From an optimization exercise on the open Yosys and OpenROAD flow, aimed at small area, a short achievable clock period and few clock cycles; shortcuts taken in it are not production practice. Only simulation tests tie the RTL to the original design; equivalence was not proved.

==> flow/design.v (outline; a module is shown in full before it is edited, if it fits) <==
// module AtomRV_mul: 897 lines
// module AtomRV: 391 lines
// module AtomRV_add: 19 lines
module AtomRV
(
    input   wire            clk_i,
    input   wire            rst_i,
    output  wire    [31:0]  imem_addr_o,
    input   wire    [31:0]  imem_data_i,
    output  wire            imem_valid_o,
    input   wire            imem_ack_i,
    output  wire    [31:0]  dmem_addr_o,
    input   wire    [31:0]  dmem_data_i,
    output  reg     [31:0]  dmem_data_o,
    output  reg      [3:0]  dmem_sel_o,
    output  wire            dmem_we_o,
    output  wire            dmem_valid_o,
    input   wire            dmem_ack_i
);
  // ...
==> flow/flow/run.sh <==
#!/bin/bash
# Own layout flow: the standard ORFS flow (standard.sh) with these changes:
#  - synthesis maps logic with an area-oriented ABC script (flow/abc_map.script)
#    instead of ORFS's; everything else in synth_recipe.tcl is unchanged, so the
#    registers are the standard synthesis's;
#  - the port buffers that global placement inserts are buf_2 cells;
#  - timing repair aims for 142.5 ns of setup slack (at the design's 180 ns
#    clock, with its input and output delays), so that it sizes and buffers
#    the paths that set the achieved period; the constraints are unchanged.
# Every tool writes its full log under orfs/logs (ORFS) or ./*.log here.
set -euo pipefail
W=$(pwd)
ABC_SCRIPT="$W/flow/abc_map.script"
{
  echo "proc abc {args} {"
  echo "  set i [lsearch \$args -script]"
  echo "  set args [lreplace \$args [expr {\$i + 1}] [expr {\$i + 1}] {$ABC_SCRIPT}]"
  echo "  puts \"own flow: abc \$args\""
  echo "  yosys abc {*}\$args"
  echo "}"
  cat "$W/synth_recipe.tcl"
} > "$W/own_synth.tcl"
sed -e "s#SYNTH_SCRIPT=[^ ]*#SYNTH_SCRIPT=$W/own_synth.tcl 'BUFFER_PORTS_ARGS=-buffer_cell sky130_fd_sc_hd__buf_2' SETUP_SLACK_MARGIN=142.5#" \
    "$W/standard.sh" > "$W/own_standard.sh"
grep -q own_synth.tcl "$W/own_standard.sh"
bash "$W/own_standard.sh" > "$W/own_flow.log" 2>&1
==> flow/flow/abc_map.script <==
&get -n
&st
&dch
&nf -R 1000
&put
==> flow/standard.sh <==
#!/bin/bash
# synth_recipe.tcl (not shown) runs the flow's synth.tcl, then flattens the netlist and writes it again
# the make line also repeats each setting of config.mk as NAME=value (left out here)
make -C /OpenROAD-flow-scripts/flow DESIGN_CONFIG=/design/flow/config.mk WORK_HOME=/design/flow/orfs CLKGATE_MAP_FILE= SYNTH_SCRIPT=/design/flow/synth_recipe.tcl "${@:-finish}"
==> flow/config.mk <==
export PLATFORM = sky130hd
export DESIGN_NAME = AtomRV
export DESIGN_NICKNAME = AtomRV
export VERILOG_FILES = /design/flow/design.v
export SDC_FILE = /design/flow/constraint.sdc
export NUM_CORES = 8
export LEC_CHECK = 0
export CAP_MARGIN = 20
export CORE_MARGIN = 2
export CORE_UTILIZATION = 55
export CTS_CLUSTER_DIAMETER = 80
export CTS_CLUSTER_SIZE = 28
export SLEW_MARGIN = 20
==> flow/constraint.sdc <==
create_clock -name core_clock -period 180.0 [get_ports {clk_i}]
set_input_delay 36.0000 -clock core_clock [delete_from_list [all_inputs] [get_ports {clk_i}]]
set_output_delay 36.0000 -clock core_clock [all_outputs]
set_load 0.01 [all_outputs]
==> metrics.csv, run 1 <==
metric,value,unit
status,no timing/DRC/antenna violations,
rows,135,
netlist_area,0.0749,mm^2
drv_cap,0,
cts-buffers-inserted,72,
synthMuxAreaShare,0.0262,
synth_edf_count,1108,
synth_simple_gate_area_frac,0.0954,
crit_slowest_cell,a31oi_2,
top_layer,met5,
drc,0,
design_area,0.0859,mm^2
initialDrtViolationCount,12177,
start_kind,input port,
gr-usage-met2,0.755,
nNetsFinal,7835,
cts_resized,51,
avgSynthCellArea,11.5,um^2
period_share,0.209,
wl_met2,154000,um
io_buffers,165,
cp.buffers_inverters,1,
largest_cell_class,multi-input gates,
synthXorXnorAreaFrac,0.0134,
clock_buffers,75,
synth_cell_types,61,
fmax,0.0265,GHz
path_class,input port to flop,
core-area,0.135,mm^2
clk_path_buf_depth,3,
avgViaCountPerCell,7.72,
n_antenna_cell,43,
ff_latch_area,0.0360,mm^2
reg2reg_depth,121,
cts_tree,done,
antenna_found_initial,59,
synth.area.top_cells,"edfxtp_1 44%, a221o_1 11%, fa_1 8.1%",
max_slew.worst_pin.slew,1.30,ns
Testbench counts, summed over its fixed seeds: cycles 44,833.
==> module AtomRV, before the edit <==
module AtomRV
(
    input   wire            clk_i,
    input   wire            rst_i,
    output  wire    [31:0]  imem_addr_o,
    input   wire    [31:0]  imem_data_i,
    output  wire            imem_valid_o,
    input   wire            imem_ack_i,
    output  wire    [31:0]  dmem_addr_o,
    input   wire    [31:0]  dmem_data_i,
    output  reg     [31:0]  dmem_data_o,
    output  reg      [3:0]  dmem_sel_o,
    output  wire            dmem_we_o,
    output  wire            dmem_valid_o,
    input   wire            dmem_ack_i
);
    localparam CB  = 4;
    localparam NCH = 32 / CB;
    localparam CW  = (CB == 8) ? 2 : 3;      
    reg rst_q;
    always @(posedge clk_i) rst_q <= rst_i;
    wire        x_go;         
    wire        x_redirect;   
    wire [29:0] x_target;     
    reg  [29:0] pc_f;         
    reg         ivalid;
    reg         iout;         
    reg         idrop;        
    assign imem_addr_o  = {pc_f, 2'b00};
    assign imem_valid_o = ivalid;
    reg  [31:0] fb;
    reg  [31:0] ir;
    reg         cur_fb;       
    reg         xv;           
    reg         nv;           
    wire [31:0] cur = cur_fb ? fb : ir;
    wire        md_hold_fb;
    wire [31:0] md_dn_next;
    wire        jmp_hold;
    wire f_accept = imem_ack_i & !idrop & !nv & !x_redirect & !md_hold_fb & !jmp_hold;
    wire [29:0] pc_inc;
    AtomRV_add #(30) u_pcinc (.x(pc_f), .y(30'd0), .ci(1'b1), .s(pc_inc), .co());
    always @(posedge clk_i) begin
        ivalid <= 1'b1;
        if (rst_i) begin
            iout   <= 1'b0;
            idrop  <= 1'b0;
            pc_f   <= 30'd0;
            xv     <= 1'b0;
            nv     <= 1'b0;
            cur_fb <= 1'b0;
        end else begin
            iout  <= (iout | ivalid) & !imem_ack_i;
            idrop <= !imem_ack_i & (idrop | (x_redirect & (iout | ivalid)));
            if (x_redirect)
                pc_f <= x_target;
            else if (f_accept)
                pc_f <= pc_inc;
            if (xv & !x_go) begin
                cur_fb <= 1'b0;
                nv     <= (nv & !x_redirect) | f_accept;
            end else begin
                xv     <= (nv & !x_redirect) | f_accept;
                cur_fb <= 1'b1;
                nv     <= 1'b0;
            end
        end
        if (!nv)
            fb <= md_hold_fb ? md_dn_next : imem_data_i;
        ir <= cur;
    end
    wire [4:0] opc = cur[6:2];
    wire [2:0] f3  = cur[14:12];
    wire [4:0] rd  = cur[11:7];
    wire [4:0] rs1 = cur[19:15];
    wire [4:0] rs2 = cur[24:20];
    wire is_lui   = (opc == 5'b01101);
    wire is_auipc = (opc == 5'b00101);
    wire is_jal   = (opc == 5'b11011);
    wire is_jalr  = (opc == 5'b11001);
    wire is_br    = (opc == 5'b11000);
    wire is_ld    = (opc == 5'b00000);
    wire is_st    = (opc == 5'b01000);
    wire is_opi   = (opc == 5'b00100);
    wire is_op    = (opc == 5'b01100);
    wire is_sys   = (opc == 5'b11100);
    wire is_md    = is_op & cur[25];
    wire is_alu   = (is_op & !cur[25]) | is_opi;
    wire [31:0] imm_i = {{20{cur[31]}}, cur[31:20]};
    wire [31:0] imm_s = {{20{cur[31]}}, cur[31:25], cur[11:7]};
    wire [31:0] imm_b = {{20{cur[31]}}, cur[7], cur[30:25], cur[11:8], 1'b0};
    wire [31:0] imm_u = {cur[31:12], 12'd0};
    wire [31:0] imm_j = {{12{cur[31]}}, cur[19:12], cur[20], cur[30:21], 1'b0};
    wire uses_rs1 = !(is_lui | is_auipc | is_jal | is_sys);
    wire uses_rs2 = is_br | is_st | is_op;
    wire x_wen    = (rd != 5'd0) & !(is_br | is_st);
    reg         m_wen;
    reg  [4:0]  m_rd;
    reg         m_load;
    reg  [2:0]  m_ldf;
    reg  [31:0] m_res;
    reg         dvalid;
    reg         dwe;
    wire [31:0] wr_data;
    wire [31:0] rf [0:31];
    assign rf[0] = 32'd0;
    genvar gi;
    generate
        for (gi = 1; gi < 32; gi = gi + 1) begin : g_rf
            reg [31:0] q;
            always @(posedge clk_i)
                if (m_wen && m_rd == gi)
                    q <= wr_data;
            assign rf[gi] = q;
        end
    endgenerate
    reg [31:0] rf_a, rf_b;
    integer ri;
    always @(*) begin
        rf_a = 32'd0;
        rf_b = 32'd0;
        for (ri = 1; ri < 32; ri = ri + 1) begin
            if (rs1 == ri) rf_a = rf[ri];
            if (rs2 == ri) rf_b = rf[ri];
        end
    end
    wire m_fwd   = m_wen & !m_load;
    wire fwd_a   = m_fwd & (m_rd == rs1);
    wire fwd_b   = m_fwd & (m_rd == rs2);
    wire [31:0] a = fwd_a ? m_res : rf_a;
    wire [31:0] b = fwd_b ? m_res : rf_b;
    wire hazard = m_wen & m_load &
                  ((uses_rs1 & (m_rd == rs1)) | (uses_rs2 & (m_rd == rs2)));
    wire [31:0] opb = (is_op | is_br) ? b : (is_st ? imm_s : imm_i);
    wire is_slt = (f3 == 3'b010) | (f3 == 3'b011);
    wire sub    = is_br | (is_alu & is_slt) | (is_op & (f3 == 3'b000) & cur[30]);
    wire [31:0] sum;
    wire        sum_co;
    AtomRV_add #(32) u_alu (.x(a), .y(sub ? ~opb : opb), .ci(sub), .s(sum), .co(sum_co));
    wire ltu = !sum_co;
    wire lt  = (a[31] ^ opb[31]) ? a[31] : sum[31];
    wire eq  = (sum == 32'd0);
    wire br_cond = f3[0] ^ (f3[2] ? (f3[1] ? ltu : lt) : eq);
    reg          md_busy;
    reg          md_fix;       
    reg  [4:0]   md_cnt;
    wire [63:0]  md_p;         
    wire [31:0]  md_dn = fb;   
    reg          md_nq, md_nr;
    wire md_act   = xv & is_md & !hazard;
    wire md_first = !md_busy;
    wire dv_setup = is_md & f3[2];           
    wire        dv_sgn = !f3[0];
    wire        dv_na  = dv_sgn & a[31];
    wire        dv_nd  = dv_sgn & b[31];
    wire [31:0] dv_ua, dv_ud;
    AtomRV_add #(32) u_nega (.x(a ^ {32{dv_na}}), .y(32'd0), .ci(dv_na), .s(dv_ua), .co());
    AtomRV_add #(32) u_negd (.x(b ^ {32{dv_nd}}), .y(32'd0), .ci(dv_nd), .s(dv_ud), .co());
    function [5:0] clz32;
        input [31:0] v;
        reg [15:0] v16;
        reg [7:0]  v8;
        reg [3:0]  v4;
        reg [1:0]  v2;
        reg        z16, z8, z4, z2;
        begin
            z16 = (v[31:16] == 16'd0);
            v16 = z16 ? v[15:0] : v[31:16];
            z8  = (v16[15:8] == 8'd0);
            v8  = z8 ? v16[7:0] : v16[15:8];
            z4  = (v8[7:4] == 4'd0);
            v4  = z4 ? v8[3:0] : v8[7:4];
            z2  = (v4[3:2] == 2'd0);
            v2  = z2 ? v4[1:0] : v4[3:2];
            clz32 = (v == 32'd0) ? 6'd32 : {1'b0, z16, z8, z4, z2, !v2[1]};
        end
    endfunction
    wire [5:0]  dv_za = clz32(dv_ua);
    wire [5:0]  dv_zd = clz32(dv_ud);
    wire [6:0]  dv_j0;
    AtomRV_add #(7) u_j0 (.x({1'b0, dv_zd}), .y(~{1'b0, dv_za}), .ci(1'b1), .s(dv_j0), .co());
    wire        dv_d0 = (b == 32'd0);
    wire        dv_q0 = dv_j0[6];              
    function [31:0] rev32;
        input [31:0] v;
        integer k;
        begin
            for (k = 0; k < 32; k = k + 1) rev32[k] = v[31-k];
        end
    endfunction
    wire        sh_left = !f3[2] | dv_setup;
    wire [31:0] sh_src  = dv_setup ? dv_ud : a;
    wire [4:0]  sh_amt  = dv_setup ? dv_j0[4:0] : opb[4:0];
    wire [31:0] sh_in   = sh_left ? rev32(sh_src) : sh_src;
    wire        sh_fill = cur[30] & !sh_left & a[31];
    wire signed [32:0] sh_sin  = {sh_fill, sh_in};
    wire signed [32:0] sh_wide = sh_sin >>> sh_amt;
    wire [31:0] sh_out  = sh_left ? rev32(sh_wide[31:0]) : sh_wide[31:0];
    reg [31:0] alu_out;
    always @(*) begin
        case (f3)
            3'b000:  alu_out = sum;
            3'b001:  alu_out = sh_out;
            3'b010:  alu_out = {31'd0, lt};
            3'b011:  alu_out = {31'd0, ltu};
            3'b100:  alu_out = a ^ opb;
            3'b101:  alu_out = sh_out;
            3'b110:  alu_out = a | opb;
            default: alu_out = a & opb;
        endcase
    end
    wire [29:0] pc_x;
    AtomRV_add #(30) u_pcdec (.x(pc_f), .y({29'h1FFF_FFFF, !nv}), .ci(1'b0), .s(pc_x), .co());
    assign jmp_hold = xv & (is_jal | is_jalr);
    wire [31:0] pc_imm = is_auipc ? imm_u : (is_jal ? imm_j : imm_b);
    wire [29:0] pct;
    AtomRV_add #(30) u_pct (.x(pc_x), .y(pc_imm[31:2]), .ci(1'b0), .s(pct), .co());
    wire x_taken = is_jal | is_jalr | (is_br & br_cond);
    assign x_target = is_jalr ? sum[31:2] : pct;
    reg  [63:0] cyc;
    wire [63:0] cyc_inc;
    AtomRV_add #(64) u_cyc (.x(cyc), .y(64'd0), .ci(1'b1), .s(cyc_inc), .co());
    always @(posedge clk_i)
        if (rst_q) cyc <= 64'd1;
        else       cyc <= cyc_inc;
    wire [31:0] csr_val = (cur[31:20] == 12'hC00) ? cyc[31:0] :
                          (cur[31:20] == 12'hC80) ? cyc[63:32] : 32'd0;
    wire        mu_sa = (f3[1:0] != 2'b11) & a[31];
    wire        mu_sb = !f3[1] & b[31];
    wire [32:0] mu_X  = {mu_sa, a};
    wire [32:0] mu_Y  = {mu_sb, b};
    wire [NCH-1:0] mu_nx, mu_ny;
    assign mu_nx[0] = 1'b1;
    assign mu_ny[0] = 1'b1;
    genvar gm;
    generate
        for (gm = 1; gm < NCH; gm = gm + 1) begin : g_mk
            assign mu_nx[gm] = (mu_X[32:CB*gm] != {(33-CB*gm){1'b0}}) &&
                               (mu_X[32:CB*gm] != {(33-CB*gm){1'b1}});
            assign mu_ny[gm] = (mu_Y[32:CB*gm] != {(33-CB*gm){1'b0}}) &&
                               (mu_Y[32:CB*gm] != {(33-CB*gm){1'b1}});
        end
    endgenerate
    reg  [CW-1:0] mu_kx, mu_ky;     
    integer mi;
    always @(*) begin
        mu_kx = {CW{1'b0}};
        mu_ky = {CW{1'b0}};
        for (mi = 1; mi < NCH; mi = mi + 1) begin
            if (mu_nx[mi]) mu_kx = mi[CW-1:0];
            if (mu_ny[mi]) mu_ky = mi[CW-1:0];
        end
    end
    reg           md_swap;
    wire          mu_swap  = md_first ? (mu_kx < mu_ky) : md_swap;
    wire [32:0]   mu_A     = mu_swap ? mu_Y : mu_X;
    wire [32:0]   mu_B     = mu_swap ? mu_X : mu_Y;
    wire [CW-1:0] mu_k1    = mu_swap ? mu_kx : mu_ky;
    wire [CW-1:0] mu_c     = md_first ? mu_k1 : md_cnt[CW-1:0];
    wire [CB-1:0] mu_chunk = mu_B[CB*mu_c +: CB];
    wire [CB:0]   mu_C     = {md_first & mu_B[32], mu_chunk};
    wire [63:0]   mu_acc   = md_first ? 64'd0 : {md_p[63-CB:0], {CB{1'b0}}};
    wire [63:0]   mu_p;
    AtomRV_mul u_mul (.A(mu_A), .C(mu_C), .P(mu_acc), .S(mu_p));
    wire          mu_done  = (mu_c == {CW{1'b0}});
    wire [CW-1:0] mu_cn    = mu_c - {{(CW-1){1'b0}}, 1'b1};
    wire [31:0] dv_r0 = md_p[63:32];
    wire [31:0] dv_q  = md_p[31:0];
    wire [31:0] dv_s1;
    wire        dv_b1;                     
    AtomRV_add #(32) u_dv1 (.x(dv_r0), .y(md_dn), .ci(1'b1), .s(dv_s1), .co(dv_b1));
    wire [31:0] dv_r1 = dv_b1 ? dv_s1 : dv_r0;
    wire [31:0] dv_s2;
    wire        dv_b2;
    AtomRV_add #(32) u_dv2 (.x(dv_r1), .y({1'b1, md_dn[31:1]}), .ci(1'b1), .s(dv_s2), .co(dv_b2));
    wire [31:0] dv_r2 = dv_b2 ? dv_s2 : dv_r1;
    wire        dv_one = (md_cnt == 5'd0);                 
    wire [31:0] dv_qn  = dv_one ? {dv_q[30:0], dv_b1} : {dv_q[29:0], dv_b1, dv_b2};
    wire [31:0] dv_rn  = dv_one ? dv_r1 : dv_r2;
    wire        dv_last = (md_cnt[4:1] == 4'd0);
    wire        dv_neg  = f3[1] ? md_nr : md_nq;
    wire [31:0] dv_fx;
    wire [31:0] dv_fsel = f3[1] ? md_p[63:32] : md_p[31:0];
    AtomRV_add #(32) u_dvneg (.x(~dv_fsel), .y(32'd0), .ci(1'b1), .s(dv_fx), .co());
    reg  [31:0] dv_res;
    reg         dv_done;
    always @(*) begin
        if (md_first) begin
            dv_done = dv_d0 | dv_q0;
            dv_res  = f3[1] ? a : (dv_d0 ? 32'hFFFF_FFFF : 32'd0);
        end else if (md_fix) begin
            dv_done = 1'b1;
            dv_res  = dv_fx;
        end else begin
            dv_done = dv_last & !dv_neg;
            dv_res  = f3[1] ? dv_rn : dv_qn;
        end
    end
    wire        md_done = f3[2] ? dv_done : mu_done;
    wire [31:0] md_res  = f3[2] ? dv_res : ((f3[1:0] == 2'b00) ? mu_p[31:0] : mu_p[63:32]);
    wire m_hold = dvalid & !dmem_ack_i;
    always @(posedge clk_i) begin
        if (rst_q) begin
            md_busy <= 1'b0;
            md_fix  <= 1'b0;
        end else begin
            md_busy <= md_act & !md_done & (md_busy | !m_hold);
            md_fix  <= md_act & md_busy & f3[2] & !md_fix & dv_last & dv_neg;
        end
        if (!f3[2]) begin
            md_cnt <= {{(5-CW){1'b0}}, mu_cn};
            md_swap <= mu_swap;
        end else if (md_first) begin
            md_cnt <= dv_j0[4:0];
            md_nq  <= dv_na ^ dv_nd;
            md_nr  <= dv_na;
        end else if (!md_fix) begin
            md_cnt <= md_cnt - 5'd2;
        end
    end
    reg  [63:0] md_pn;
    always @(*) begin
        if (!f3[2])
            md_pn = mu_p;
        else if (md_first)
            md_pn = {dv_ua, 32'd0};
        else if (!md_fix)
            md_pn = {dv_rn, dv_qn};
        else
            md_pn = md_p;
    end
    wire [31:0] link = {pc_f, 2'b00};      
    reg  [31:0] x_res;
    always @(*) begin
        if (is_lui)                 x_res = imm_u;
        else if (is_auipc)          x_res = {pct, 2'b00};
        else if (is_jal | is_jalr)  x_res = link;
        else if (is_sys)            x_res = csr_val;
        else if (is_md)             x_res = md_res;
        else if (is_ld | is_st)     x_res = sum;
        else                        x_res = alu_out;
    end
    wire x_stall_i = hazard | (is_md & !md_done);
    assign md_hold_fb = xv & is_md & (hazard | !md_done);
    assign md_dn_next = md_first ? ~sh_out : {2'b11, md_dn[31:2]};
    assign x_go       = xv & !x_stall_i & !m_hold;
    assign x_redirect = x_go & x_taken;
    wire [1:0] sa = sum[1:0];
    wire [3:0] st_sel = f3[1] ? 4'b1111 :
                        f3[0] ? (sa[1] ? 4'b1100 : 4'b0011) :
                        (4'b0001 << sa);
    wire [31:0] st_data = {f3[1] ? b[31:24] : (f3[0] ? b[15:8] : b[7:0]),
                           f3[1] ? b[23:16] : b[7:0],
                           (f3[1] | f3[0]) ? b[15:8] : b[7:0],
                           b[7:0]};
    always @(posedge clk_i) begin
        if (rst_i | rst_q)
            dvalid <= 1'b0;
        else if (x_go)
            dvalid <= is_ld | is_st;
        else if (dmem_ack_i)
            dvalid <= 1'b0;
        if (rst_q)
            m_wen <= 1'b0;
        else if (x_go)
            m_wen <= x_wen;
        else if (!m_hold)
            m_wen <= 1'b0;
        if (!m_hold) begin
            m_rd        <= rd;
            m_load      <= is_ld;
            m_ldf       <= f3;
            m_res       <= (is_md & !md_done) ? md_pn[63:32] : x_res;
            dwe         <= is_st;
            dmem_sel_o  <= st_sel;
            dmem_data_o <= is_md ? md_pn[31:0] : st_data;
        end
    end
    assign dmem_addr_o  = {m_res[31:2], 2'b00};
    assign md_p         = {m_res, dmem_data_o};
    assign dmem_valid_o = dvalid;
    assign dmem_we_o    = dwe;
    wire [1:0]  la = m_res[1:0];
    wire [7:0]  ld_b = la[1] ? (la[0] ? dmem_data_i[31:24] : dmem_data_i[23:16])
                             : (la[0] ? dmem_data_i[15:8]  : dmem_data_i[7:0]);
    wire [15:0] ld_h = la[1] ? dmem_data_i[31:16] : dmem_data_i[15:0];
    wire [31:0] ld_data = m_ldf[1] ? dmem_data_i :
                          m_ldf[0] ? {{16{!m_ldf[2] & ld_h[15]}}, ld_h} :
                                     {{24{!m_ldf[2] & ld_b[7]}}, ld_b};
    assign wr_data = m_load ? ld_data : m_res;
endmodule
==> run 2, diff against run 1 <==
--- a/flow/design.v
+++ b/flow/design.v
@@ -1,3 +1,29 @@
 `default_nettype none
+module AtomRV_rfq
+(
+    input  wire         clk_i,
+    input  wire [991:0] d_i,
+    output reg  [991:0] q_o
+);
+    always @(posedge clk_i)
+        q_o <= d_i;
+endmodule
+module AtomRV_rfw
+(
+    input  wire [991:0] q_i,         
+    input  wire [30:0]  sel_i,       
+    input  wire [30:0]  keep_i,      
+    input  wire [31:0]  data_i,      
+    output wire [991:0] d_o          
+);
+    genvar i;
+    generate
+        for (i = 0; i < 31; i = i + 1) begin : g
+            assign d_o[32*i +: 32] = ({32{sel_i[i]}} & data_i) |
+                                     ({32{keep_i[i]}} & q_i[32*i +: 32]);
+        end
+    endgenerate
+endmodule
+`default_nettype none
 module AtomRV_mul (
     input  wire [32:0] A,
@@ -1004,14 +1030,15 @@
     wire [31:0] rf [0:31];
     assign rf[0] = 32'd0;
+    wire [991:0] rf_q, rf_d;
+    wire [30:0]  rf_sel;
     genvar gi;
     generate
         for (gi = 1; gi < 32; gi = gi + 1) begin : g_rf
-            reg [31:0] q;
-            always @(posedge clk_i)
-                if (m_wen && m_rd == gi)
-                    q <= wr_data;
-            assign rf[gi] = q;
+            assign rf_sel[gi-1] = m_wen && (m_rd == gi);
+            assign rf[gi] = rf_q[32*(gi-1) +: 32];
         end
     endgenerate
+    AtomRV_rfq u_rfq (.clk_i(clk_i), .d_i(rf_d), .q_o(rf_q));
+    AtomRV_rfw u_rfw (.q_i(rf_q), .sel_i(rf_sel), .keep_i(~rf_sel), .data_i(wr_data), .d_o(rf_d));
     reg [31:0] rf_a, rf_b;
     integer ri;
--- a/flow/config.mk
+++ b/flow/config.mk
@@ -12,2 +12,4 @@
 export CTS_CLUSTER_SIZE = 28
 export SLEW_MARGIN = 20
+export SYNTH_HIERARCHICAL = 1
+export SYNTH_MINIMUM_KEEP_SIZE = 2500
==> run 2 against run 1 <==
Net effect:
- synthesized area decreased by 1.4%
- synthesized cell count increased by 16%
- clock skew increased by 0.014 ns
- wire length increased by 14%
- critical endpoint is now u_rfq.q_o[761]
==> metrics.csv, run 2 <==
metric,value,unit,change
reg_top3,"u_rfq.q_o (992), cyc (64)",,"was g_rf.q (992), cyc (64)"
clkTransAtPathRegs,0.11,ns,about the same
avgViaCountPerCell,8.20,,was 7.72
grtUsageTotal,0.597,,was 0.522
grt_max_degree,75,,was 68
initialDrtViolationCount,18362,,was 12177
path_class,input port to flop,,unchanged
holdPathStages,1,,unchanged
grt_pass1_wl,587000,um,was 512000 um
arrival,38.42,ns,was 38.10 ns
timing.rr.end,m_res[30],,was m_res[31]
finClkSkew,0.0797,ns,was 0.0661 ns
ant_nets,0,,unchanged
cts_sinks,1243,,unchanged
cts_root_buffer,clkbuf_16,,unchanged
post-synth-top-count-cell,dfxtp_1,,was edfxtp_1
max_slew_margin,0.112,,was 0.127
synth_edf_count,116,,was 1108
cts-buffers-inserted,70,,was 72
regMostFlops,u_rfq.q_o,,was g_rf.q
initial_utilization,0.554,,about the same
place_hpwl,278000,um,was 253000 um
rrSetupSlack,143.34,ns,was 143.54 ns
cp_max_fo,16,,was 24
die_area,0.137,mm^2,was 0.139 mm^2
synthesis.instances,7578,,was 6514
io_buffers,165,,unchanged
drive_gt1_frac,0.120,,was 0.139
hold_violations,0,,unchanged
reg2reg_depth,123,,was 121
clk_path_buf_depth,3,,unchanged
synth_compound_area_frac,0.351,,was 0.233
cts_tree,done,,unchanged
wl_per_cell,41.9,um,was 41.1 um
die_y,370,um,was 373 um
status,no timing/DRC/antenna violations,,unchanged
pin_count,171,,unchanged
r2r_start,cur_fb,,was fb[22]
cp-end-kind,flop,,unchanged
max_slew.worst_pin.slew,1.33,ns,was 1.30 ns
synth.top_cell.area_share,0.305,,was 0.444
dpl_cell_area,0.0800,mm^2,was 0.0812 mm^2
synth_cell_types,58,,was 61
synth.area.top_cells,"dfxtp_1 31%, a22o_1 12%, a221o_1 11%",,"was edfxtp_1 44%, a221o_1 11%, fa_1 8.1%"
rows,134,,was 135
start_kind,input port,,unchanged
min_from,cyc[0],,unchanged
synth_top_family_by_area,compound AO/OA/AOI/OAI gates,,unchanged
synth-main-ff-cell,dfxtp_1,,was edfxtp_1
largest_reg_flops,992,,unchanged
via_count,83164,,was 69798
setup_tns,0,ns,unchanged
fmax,0.0265,GHz,about the same
fp.dieW,370,um,was 373 um
rsz0062_at_grt,true,,unchanged
final_common_cell,dfxtp_1,,was edfxtp_1
hold_path.class,flop to flop,,unchanged
worstSkewPairLatency,0.80,ns,was 0.78 ns
cp.required,180.72,ns,was 180.43 ns
design_area,0.0854,mm^2,was 0.0859 mm^2
firstDrtPassIters,28,,was 7
gp_congestion,1.16,,was 1.11
gr-total-overflow,0,,unchanged
period_share,0.209,,about the same
area_growth,15.6,%,was 14.7%
drv_cap,0,,unchanged
period_minus_slack,37.69,ns,was 37.67 ns
synthTopCellsByCount,"1127 x dfxtp_1, 1052 x a22o_1, 790 x a221o_1, 698 x nand2_1, 534 x nor2_1",,"was 1108 x edfxtp_1, 803 x a221o_1, 630 x nand2_1, 547 x nor2_1, 517 x a21oi_1"
synth_simple_gate_area_frac,0.0984,,was 0.0954
nNetsFinal,8941,,was 7835
finalMaxSlewViolations,0,,unchanged
drt-total-wl,425000,um,was 371000 um
synthXorXnorAreaFrac,0.0138,,was 0.0134
htreeDepth,3,,unchanged
ys_warn_count,8,,was 1
avgSynthCellArea,9.75,um^2,was 11.5 um^2
yosysSeqAreaShare,0.353,,was 0.480
synthMuxAreaShare,0.0287,,was 0.0262
hold_end,cyc[0],,unchanged
drc,0,,unchanged
critical_path.startpoint,dmem_data_i[15],,was dmem_data_i[23]
antenna_found_initial,67,,was 59
layout_common_cells,"1122 x dfxtp_1, 1051 x a22o_1, 789 x a221o_1",,"was 1108 x edfxtp_1, 803 x a221o_1, 612 x nand2_1"
synthArstFlopShare,0,,unchanged
synthAdderAreaFrac,0.131,,was 0.129
synth_area_leader_cell,dfxtp_1,,was edfxtp_1
netlist_area,0.0739,mm^2,was 0.0749 mm^2
core-area,0.133,mm^2,was 0.135 mm^2
grt_pass1_vias,75367,,was 65066
finalSetupViolations,0,,unchanged
synth_seq_cells,1243,,unchanged
run 2: cell count changes in the layout (fill, tap and decap cells not counted), moves of 30 or more:
cell,previous run,this run
dfxtp_1,128,1122
edfxtp_1,1108,116
a22o_1,60,1051
nand2_1,612,685
buf_6,18,49
clkinv_1,360,390
run 2: Yosys stat by module, one instance, submodules excluded:
module / area, um^2 / times used
AtomRV: 65200 / 1
AtomRV_rfw: 8690 / 1
run 2: what timing repair did:
item	CTS	global route
pin swaps	15	32
setup endpoints to repair	526	586
setup buffers	65	91
endpoints found under the hold margin	0	0
gates cloned	14	7
hold buffers	0	0
gates resized for setup	77	153
run 2: cell type report:
cell class | instances | area, um^2
diodes | 50 | 125
well taps | 1768 | 2210
fillers | 10907 | 48100
inverters | 412 | 1610
clock inverters | 34 | 551
multi-input cells | 5908 | 47700
repair buffers | 646 | 5300
flip-flops and latches | 1243 | 26100
clock buffers | 77 | 1810
run 2: cells by family (layout without fill, tap and decap cells):
family	count (synthesis)	count (layout)
flops	1243	1243
other cells	2	55
simple gates	1682	1682
compound gates	3288	3305
fa+ha+maj	593	593
buf+inv	447	1169
mux	207	207
xor+xnor	116	116
run 2: per-stage QoR:
stage | util | hold WS [ns] | worst slack, ns | cells
5_1_grt | 0.639 | 0.454 | 141.91 | 10101
4_1_cts | 0.626 | 0.430 | 142.21 | 9980
6_report | 0.640 | 0.431 | 142.31 | 10138
3_5_place_dp | 0.599 | 0.408 | 140.49 | 9790
3_3_place_gp | 0.599 | 0.402 | 140.85 | 9784
2_1_floorplan | - | 0.388 | 141.64 | 7581
run 2: worst max-delay path by stage:
stage,end,slack [ns],depth (start not counted)
6_report,u_rfq.q_o[761],142.31,6
5_1_grt,m_res[30],141.91,129
4_1_cts,m_res[30],142.21,125
3_5_place_dp,m_res[30],140.49,122
3_3_place_gp,m_res[30],140.85,122
2_1_floorplan,u_rfq.q_o[85],141.64,6
run 2: critical path, cell delays in order:
cell     delay, ns
buf_2         0.11
mux2_1        0.23
nand2_1       0.28
a211o_4       0.61
a31oi_4       0.87
a22o_1        0.27
run 2: metal layers:
layer	vias up	global-route usage	wire, um
met3	2998	0.321	70000
met1	39513	0.655	134000
met2	8914	0.822	167000
met4	64	0.538	52400
met5	-	0.0528	1250
li1	31675	-	-
Testbench counts of run 2, summed over its fixed seeds: cycles 44,833.

separate check: timing with driven ports:
How much do the figures lean on ideal ports? The routed layouts below were timed once more, with nothing changed but the port constraints.
Step 1, drivers: a clkbuf_16 drives clk_i and a buf_2 each remaining input, both assumed.
Step 2 adds t to the input delays and takes it off the output delays; t is the mean of the earliest and latest rising clock arrival at the registers after step 1. Input paths then give back, and output paths get back, about the clock's delay inside the block.
a / b / c = no drivers / after step 1 / after step 2; a / b = the first two.
run | t (ns) | setup WS [ns] | worst hold slack (ns) | cell pins on the clock port's net
run 1 | 0.834 | 142.328 / 142.271 / 141.437 | 0.435 / 0.435 / 0.435 | 1
run 2 | 0.852 | 142.306 / 142.291 / 141.522 | 0.431 / 0.431 / 0.431 | 1
After both steps every run listed still meets setup and hold. The setup slack of run 1, which loses most, moves by -0.057 ns with the drivers and by -0.891 ns with both steps.
